Background: an optimization exercise with open tools, aiming at a short achievable clock period and few clock cycles. Do not read the settings as production practice.
In this exercise RTL edits were held to simulation tests only and were not proved equivalent to the original.
No activity file was given, so power comes from the tool's default toggle rates.

==> job 1440: inputs <==
==> flow/design.v (excerpt) <==
module processor_verilog (
    input  wire        clk,
    input  wire        reset,
    output wire [15:0] rom_addr,
    input  wire [31:0] rom_data,
    output wire        out_valid,
    output wire [15:0] out_data,
    output wire        halted
);
Settings: LEC_CHECK=0, ABC_CLOCK_PERIOD_IN_PS=4000, CAP_MARGIN=20, CORE_MARGIN=2, CORE_UTILIZATION=30, PLACE_DENSITY=0.5, SLEW_MARGIN=20, TNS_END_PERCENT=5; clock period 12.0 ns.
standard.sh (not shown) runs the stock make flow with config.mk's settings and CLKGATE_MAP_FILE= SYNTH_SCRIPT=/design/flow/synth_recipe.tcl, a recipe that flattens the netlist after the stock synthesis.
==> flow/flow/run.sh <==
#!/bin/bash
# Standard ORFS layout (the standard.sh, standard synthesis), with the setup repair
# steps aiming for a larger slack than the 12 ns clock needs, so that the layout is
# optimised for a short period, and with plain buffers on the ports. The SDC is
# the standard flow's, unchanged.
set -eo pipefail
export SETUP_SLACK_MARGIN=8.0
export SKIP_LAST_GASP=1
export BUFFER_PORTS_ARGS="-buffer_cell sky130_fd_sc_hd__buf_4"
bash standard.sh > make_standard.log 2>&1
==> job 6604: changes against job 1440 <==
--- a/flow/design.v
+++ b/flow/design.v
@@ -112,30 +112,29 @@
     reg  [15:0] j7pc, j7pn, vreg;
     wire [16:0] j7sum = ks17({1'b0, j7pc}, {1'b0, vreg}, 1'b0);
     wire [15:0] j7tgt = j7rel ? j7sum[15:0] : vreg;
     wire pred_ok = bie | (d_j7 ? (taken || !pte) :
                           taken ? (pte ? (d_rel ? (poe == opnd) : (pne == opnd)) : d_self) : !pte);
     wire haz      = hz_rq || hz_ar;
-    wire stall    = haz || mdep || (d_store && rflag) || j7p || (mwb && d_regwe);
+    wire stall    = haz || mdep || (d_store && rflag) || j7p;
     wire fire     = ev && !stall && !halted_r;
     wire redirect = fire && !pred_ok;
     wire j7redir  = j7p && (j7tgt != j7pn);
     wire halting  = fire && d_halt;
     wire dreq     = fire && d_rom;
     wire [16:0] sum  = ks17({1'b0, a}, {1'b0, b}, 1'b0);
     wire [16:0] dsum = ks17({1'b0, a}, {1'b0, ~b}, 1'b1);
     wire [16:0] diff = {~dsum[16], dsum[15:0]};
-    wire [7:0]  opg = d_op[7:0] & {8{!mwb}};
-    wire [16:0] r = ({17{opg[0]}} & sum) |
-                    ({17{opg[1]}} & diff) |
-                    ({17{opg[2]}} & {1'b0, a & b}) |
-                    ({17{opg[3]}} & {1'b0, a | b}) |
-                    ({17{opg[4]}} & {1'b0, a ^ b}) |
-                    ({17{opg[5]}} & {1'b1, ~a}) |
-                    ({17{opg[6]}} & {a, 1'b0}) |
-                    ({17{opg[7]}} & {2'b00, a[15:1]});
+    wire [16:0] r = ({17{d_op[0]}} & sum) |
+                    ({17{d_op[1]}} & diff) |
+                    ({17{d_op[2]}} & {1'b0, a & b}) |
+                    ({17{d_op[3]}} & {1'b0, a | b}) |
+                    ({17{d_op[4]}} & {1'b0, a ^ b}) |
+                    ({17{d_op[5]}} & {1'b1, ~a}) |
+                    ({17{d_op[6]}} & {a, 1'b0}) |
+                    ({17{d_op[7]}} & {2'b00, a[15:1]});
     wire alu_o = (a[15] == b[15]) && (r[15] != a[15]);
     function [33:0] csa;   
         input [16:0] x, y, z;
         csa = {((x & y) | (x & z) | (y & z)) << 1, x ^ y ^ z};
     endfunction
     reg [16:0] l0 [0:15];
@@ -398,32 +397,37 @@
                 d_rd_oh[di] <= (x[19:16] == di[3:0]);
                 d_rlo[di]   <= (x[3:0] == di[3:0]);
                 d_rhi[di]   <= (x[7:4] == di[3:0]);
             end
         end
     end
-    wire reg_we = ev && d_regwe && !mdep && !j7p && !mwb;    
-    wire [16:0] rall   = r | ({17{mwb}} & mres);
-    wire [15:0] reg_wd = ({16{d_ld_reg && !mwb}} & ram_a) | rall[15:0];
+    wire reg_we = ev && d_regwe && !mdep && !j7p;    
+    wire [15:0] reg_wd = ({16{d_ld_reg}} & ram_a) | r[15:0];    
     integer ri;
     always @(posedge clk) begin
         if (reset) begin
             for (ri = 0; ri < 16; ri = ri + 1) regs[ri] <= 16'd0;
             fo <= 1'b0;
             fn <= 1'b0;
             fc <= 1'b0;
             zr <= 16'd0;
         end else begin
             for (ri = 0; ri < 16; ri = ri + 1) begin
-                if ((reg_we && d_rd_oh[ri]) || (mwb && md_oh[ri])) regs[ri] <= reg_wd;
+                if (reg_we && d_rd_oh[ri]) regs[ri] <= reg_wd;
+                else if (mwb && md_oh[ri]) regs[ri] <= mres[15:0];
             end
-            if (mwb || (ev && d_alu && !d_mul && !j7p)) begin
-                fo <= mwb ? mul_o : alu_o;
-                fn <= rall[15];
-                fc <= rall[16];
-                zr <= rall[15:0];
+            if (ev && d_alu && !d_mul && !j7p) begin
+                fo <= alu_o;
+                fn <= r[15];
+                fc <= r[16];
+                zr <= r[15:0];
+            end else if (mwb) begin
+                fo <= mul_o;
+                fn <= mres[15];
+                fc <= mres[16];
+                zr <= mres[15:0];
             end
         end
     end
     wire [15:0] ram_wd = d_st_imm ? opnd : dv;
     always @(posedge clk) begin
         if (reset) begin
- ABC_CLOCK_PERIOD_IN_PS: 4000 -> 2500
- CORE_UTILIZATION: 30 -> 36
- PLACE_DENSITY: 0.5 -> 0.7
==> job 2743: changes against job 1440 <==
--- a/flow/design.v
+++ b/flow/design.v
@@ -33,12 +33,15 @@
     reg [31:0] ir;
     reg [15:0] pce, pc1e, pne, poe;
     reg        pte;
     reg        bie;               
     reg  [7:0] rq_dst, ar_dst;
     reg        mwb;               
+    reg        lwb;               
+    reg [15:0] lq;                
+    reg [15:0] ld_oh;             
     reg [16:0] m8 [0:7];          
     reg [15:0] md_oh;             
     reg        ma15, mb15;
     reg        w_v;
     reg [15:0] w_data;
     reg [15:0] w_lo, w_hi;        
@@ -58,24 +61,22 @@
     reg  [8:0] d_op;              
     reg  [4:0] d_cs;              
     reg [15:0] d_rd_oh;           
     reg [15:0] d_rlo, d_rhi;      
     reg        hz_rq, hz_ar;      
     reg        mdep;              
+    reg        ldep;              
     wire [3:0]  rd    = ir[19:16];
     wire [15:0] opnd  = ir[15:0];
-    reg  [15:0] a, b, dv, ram_rd;
+    reg  [15:0] a, b;             
+    reg  [15:0] dv, ram_rd;
     reg  [15:0] ram_grp [0:15];
     integer si, sj;
     always @* begin
-        a  = 16'd0;
-        b  = 16'd0;
         dv = 16'd0;
         for (si = 0; si < 16; si = si + 1) begin
-            a  = a  | ({16{d_a_oh[si]}}  & regs[si]);
-            b  = b  | ({16{d_b_oh[si]}}  & regs[si]);
             dv = dv | ({16{d_rd_oh[si]}} & regs[si]);
         end
         ram_rd = 16'd0;
         for (si = 0; si < 16; si = si + 1) begin
             ram_grp[si] = 16'd0;
             for (sj = 0; sj < 16; sj = sj + 1)
@@ -112,22 +113,22 @@
     reg  [15:0] j7pc, j7pn, vreg;
     wire [16:0] j7sum = ks17({1'b0, j7pc}, {1'b0, vreg}, 1'b0);
     wire [15:0] j7tgt = j7rel ? j7sum[15:0] : vreg;
     wire pred_ok = bie | (d_j7 ? (taken || !pte) :
                           taken ? (pte ? (d_rel ? (poe == opnd) : (pne == opnd)) : d_self) : !pte);
     wire haz      = hz_rq || hz_ar;
-    wire stall    = haz || mdep || (d_store && rflag) || j7p || (mwb && d_regwe);
+    wire stall    = haz || mdep || ldep || (d_store && rflag) || j7p || ((mwb || lwb) && d_regwe);
     wire fire     = ev && !stall && !halted_r;
     wire redirect = fire && !pred_ok;
     wire j7redir  = j7p && (j7tgt != j7pn);
     wire halting  = fire && d_halt;
     wire dreq     = fire && d_rom;
     wire [16:0] sum  = ks17({1'b0, a}, {1'b0, b}, 1'b0);
     wire [16:0] dsum = ks17({1'b0, a}, {1'b0, ~b}, 1'b1);
     wire [16:0] diff = {~dsum[16], dsum[15:0]};
-    wire [7:0]  opg = d_op[7:0] & {8{!mwb}};
+    wire [7:0]  opg = d_op[7:0] & {8{!mwb && !lwb}};
     wire [16:0] r = ({17{opg[0]}} & sum) |
                     ({17{opg[1]}} & diff) |
                     ({17{opg[2]}} & {1'b0, a & b}) |
                     ({17{opg[3]}} & {1'b0, a | b}) |
                     ({17{opg[4]}} & {1'b0, a ^ b}) |
                     ({17{opg[5]}} & {1'b1, ~a}) |
@@ -342,31 +343,36 @@
     wire x_uses_ra = x_out_m || x_st_imm || x_st_reg || x_ld_reg || (xh[7:4] == 4'h7);
     wire x_flags  = x_jmp && (xk != 4'd0) && (xk != 4'd5) && (xk <= 4'd9);
     wire [7:0] x_raddr = x_ld_ind ? x[23:16] : x[7:0];
     wire [7:0] e_dst = d_ld_rom ? ir[23:16] : ir[7:0];
     wire x_hz_rq = dreq && ((x_uses_ra && x[7:0] == e_dst) || (x_ld_ind && x[23:16] == e_dst));
     wire x_hz_ar = rflag && ((x_uses_ra && x[7:0] == rq_dst) || (x_ld_ind && x[23:16] == rq_dst));
+    wire x_ldep  = fire && d_ld_reg && ((x_alu && (x[3:0] == rd || x[11:8] == rd)) ||
+                                        ((x_out_r || x_st_reg) && x[19:16] == rd));
     wire x_mdep  = fire && d_mul && ((x_alu && (x[3:0] == rd || x[11:8] == rd)) ||
                                      ((x_out_r || x_st_reg) && x[19:16] == rd) || x_flags);
     wire x_fwd   = fire && d_store && (x_raddr == ir[7:0]);
     integer di;
     always @(posedge clk) begin
         if (reset) begin
             hz_rq <= 1'b0;
             hz_ar <= 1'b0;
             mdep  <= 1'b0;
+            ldep  <= 1'b0;
             fwd   <= 1'b0;
         end else if (take) begin
             hz_rq <= x_hz_rq;
             hz_ar <= x_hz_ar;
             mdep  <= x_mdep;
+            ldep  <= x_ldep;
             fwd   <= x_fwd;
         end else begin
             hz_rq <= 1'b0;
             hz_ar <= hz_rq;
             mdep  <= 1'b0;
+            ldep  <= 1'b0;
             fwd   <= 1'b0;
         end
         if (take) begin
             for (di = 0; di < 16; di = di + 1) begin
                 ra_lo[di]  <= (x_raddr[3:0] == di[3:0]);
                 ra_hi[di]  <= (x_raddr[7:4] == di[3:0]);
@@ -398,28 +404,54 @@
                 d_rd_oh[di] <= (x[19:16] == di[3:0]);
                 d_rlo[di]   <= (x[3:0] == di[3:0]);
                 d_rhi[di]   <= (x[7:4] == di[3:0]);
             end
         end
     end
-    wire reg_we = ev && d_regwe && !mdep && !j7p && !mwb;    
+    wire reg_we = ev && d_regwe && !d_ld_reg && !mdep && !ldep && !j7p && !mwb && !lwb;    
     wire [16:0] rall   = r | ({17{mwb}} & mres);
-    wire [15:0] reg_wd = ({16{d_ld_reg && !mwb}} & ram_a) | rall[15:0];
+    wire [15:0] reg_wd = ({16{lwb}} & lq) | rall[15:0];
+    wire [15:0] we_vec = ({16{reg_we}} & d_rd_oh) | ({16{mwb}} & md_oh) | ({16{lwb}} & ld_oh);
+    reg  [15:0] xa_oh, xb_oh, xa_val, xb_val;
+    integer oi;
+    always @* begin
+        xa_val = 16'd0;
+        xb_val = 16'd0;
+        for (oi = 0; oi < 16; oi = oi + 1) begin
+            xa_oh[oi] = (x[3:0] == oi[3:0]);
+            xb_oh[oi] = (x[11:8] == oi[3:0]);
+            xa_val = xa_val | ({16{xa_oh[oi]}} & regs[oi]);
+            xb_val = xb_val | ({16{xb_oh[oi]}} & regs[oi]);
+        end
+    end
+    wire xa_w  = |(xa_oh & we_vec);
+    wire xb_w  = |(xb_oh & we_vec);
+    wire cur_a_w = |(d_a_oh & we_vec);
+    wire cur_b_w = |(d_b_oh & we_vec);
+    always @(posedge clk) begin
+        if (take) begin
+            a <= xa_w ? reg_wd : xa_val;
+            b <= xb_w ? reg_wd : xb_val;
+        end else begin
+            if (cur_a_w) a <= reg_wd;
+            if (cur_b_w) b <= reg_wd;
+        end
+    end
     integer ri;
     always @(posedge clk) begin
         if (reset) begin
             for (ri = 0; ri < 16; ri = ri + 1) regs[ri] <= 16'd0;
             fo <= 1'b0;
             fn <= 1'b0;
             fc <= 1'b0;
             zr <= 16'd0;
         end else begin
             for (ri = 0; ri < 16; ri = ri + 1) begin
-                if ((reg_we && d_rd_oh[ri]) || (mwb && md_oh[ri])) regs[ri] <= reg_wd;
+                if (we_vec[ri]) regs[ri] <= reg_wd;
             end
-            if (mwb || (ev && d_alu && !d_mul && !j7p)) begin
+            if (mwb || (ev && d_alu && !d_mul && !j7p && !lwb)) begin
                 fo <= mwb ? mul_o : alu_o;
                 fn <= rall[15];
                 fc <= rall[16];
                 zr <= rall[15:0];
             end
         end
@@ -468,14 +500,20 @@
         if (dreq) rq_dst <= e_dst;
         ar_dst <= rq_dst;
     end
     always @(posedge clk) begin
         if (reset) begin
             mwb <= 1'b0;
+            lwb <= 1'b0;
         end else begin
             mwb <= fire && d_mul;
+            lwb <= fire && d_ld_reg;
+            if (ev && d_ld_reg) begin
+                lq    <= ram_a;
+                ld_oh <= d_rd_oh;
+            end
             if (ev && d_mul) begin
                 for (j = 0; j < 8; j = j + 1) m8[j] <= l2[j];
                 md_oh <= d_rd_oh;
                 ma15  <= a[15];
                 mb15  <= b[15];
             end
==> run summary <==
Job 2743 finished clean. Job 6604 finished with timing, DRC and antenna clean. Job 1440 ran to the end with no violations.
Worst setup slack, highest first: job 6604, job 2743, job 1440.
In job 1440 the cell area is larger than in job 6604, by about 2%.
Sequential power is about the same in job 1440 and job 6604.
Critical path depth: job 2743 is lower than job 1440 (1).
Total power: job 6604 < job 2743 < job 1440.
Via count: job 6604 > job 2743 > job 1440.
Testbench counts of job 1440, summed over its fixed seeds: cycles 116,821.
Testbench counts of job 6604, summed over its fixed seeds: cycles 116,218.
Testbench counts of job 2743, summed over its fixed seeds: cycles 119,272.

-- re-timing with driven ports --
The flow's constraints put no driver on any port. The routed layouts listed below were extracted and timed again, unchanged, in two steps.
Step 1 (the two cells are an assumption about what drives the block):
set clk [get_ports {clk}]
set_driving_cell -lib_cell sky130_fd_sc_hd__clkbuf_16 $clk
set_driving_cell -lib_cell sky130_fd_sc_hd__buf_2 [delete_from_list [all_inputs] $clk]
Step 2 times the ports against the registers' clock, not the clock port: input delays grow and output delays shrink by t, the midpoint of the rising clock arrivals with the driver on.
a / b / c = no drivers / after step 1 / after step 2; a / b = the first two.
| run | t (ns) | setup WS [ns] | hold WS [ns] | worst setup path after step 2 | worst slew at a driven data input, ns |
|---|---|---|---|---|---|
| job 1440 | 1.238 | 6.963 / 6.963 / 6.036 | 0.418 / 0.418 / 0.418 | input to register | 0.18 |
| job 6604 | 1.155 | 7.183 / 7.183 / 6.229 | 0.377 / 0.377 / 0.377 | input to register | 0.12 |
| job 2743 | 1.219 | 7.122 / 7.122 / 6.077 | 0.395 / 0.395 / 0.395 | input to register | 0.25 |
After both steps setup and hold are still met in every run listed. For job 2743, which loses most, drivers alone change the setup slack by 0.000 ns; drivers and shift together by -1.045 ns.
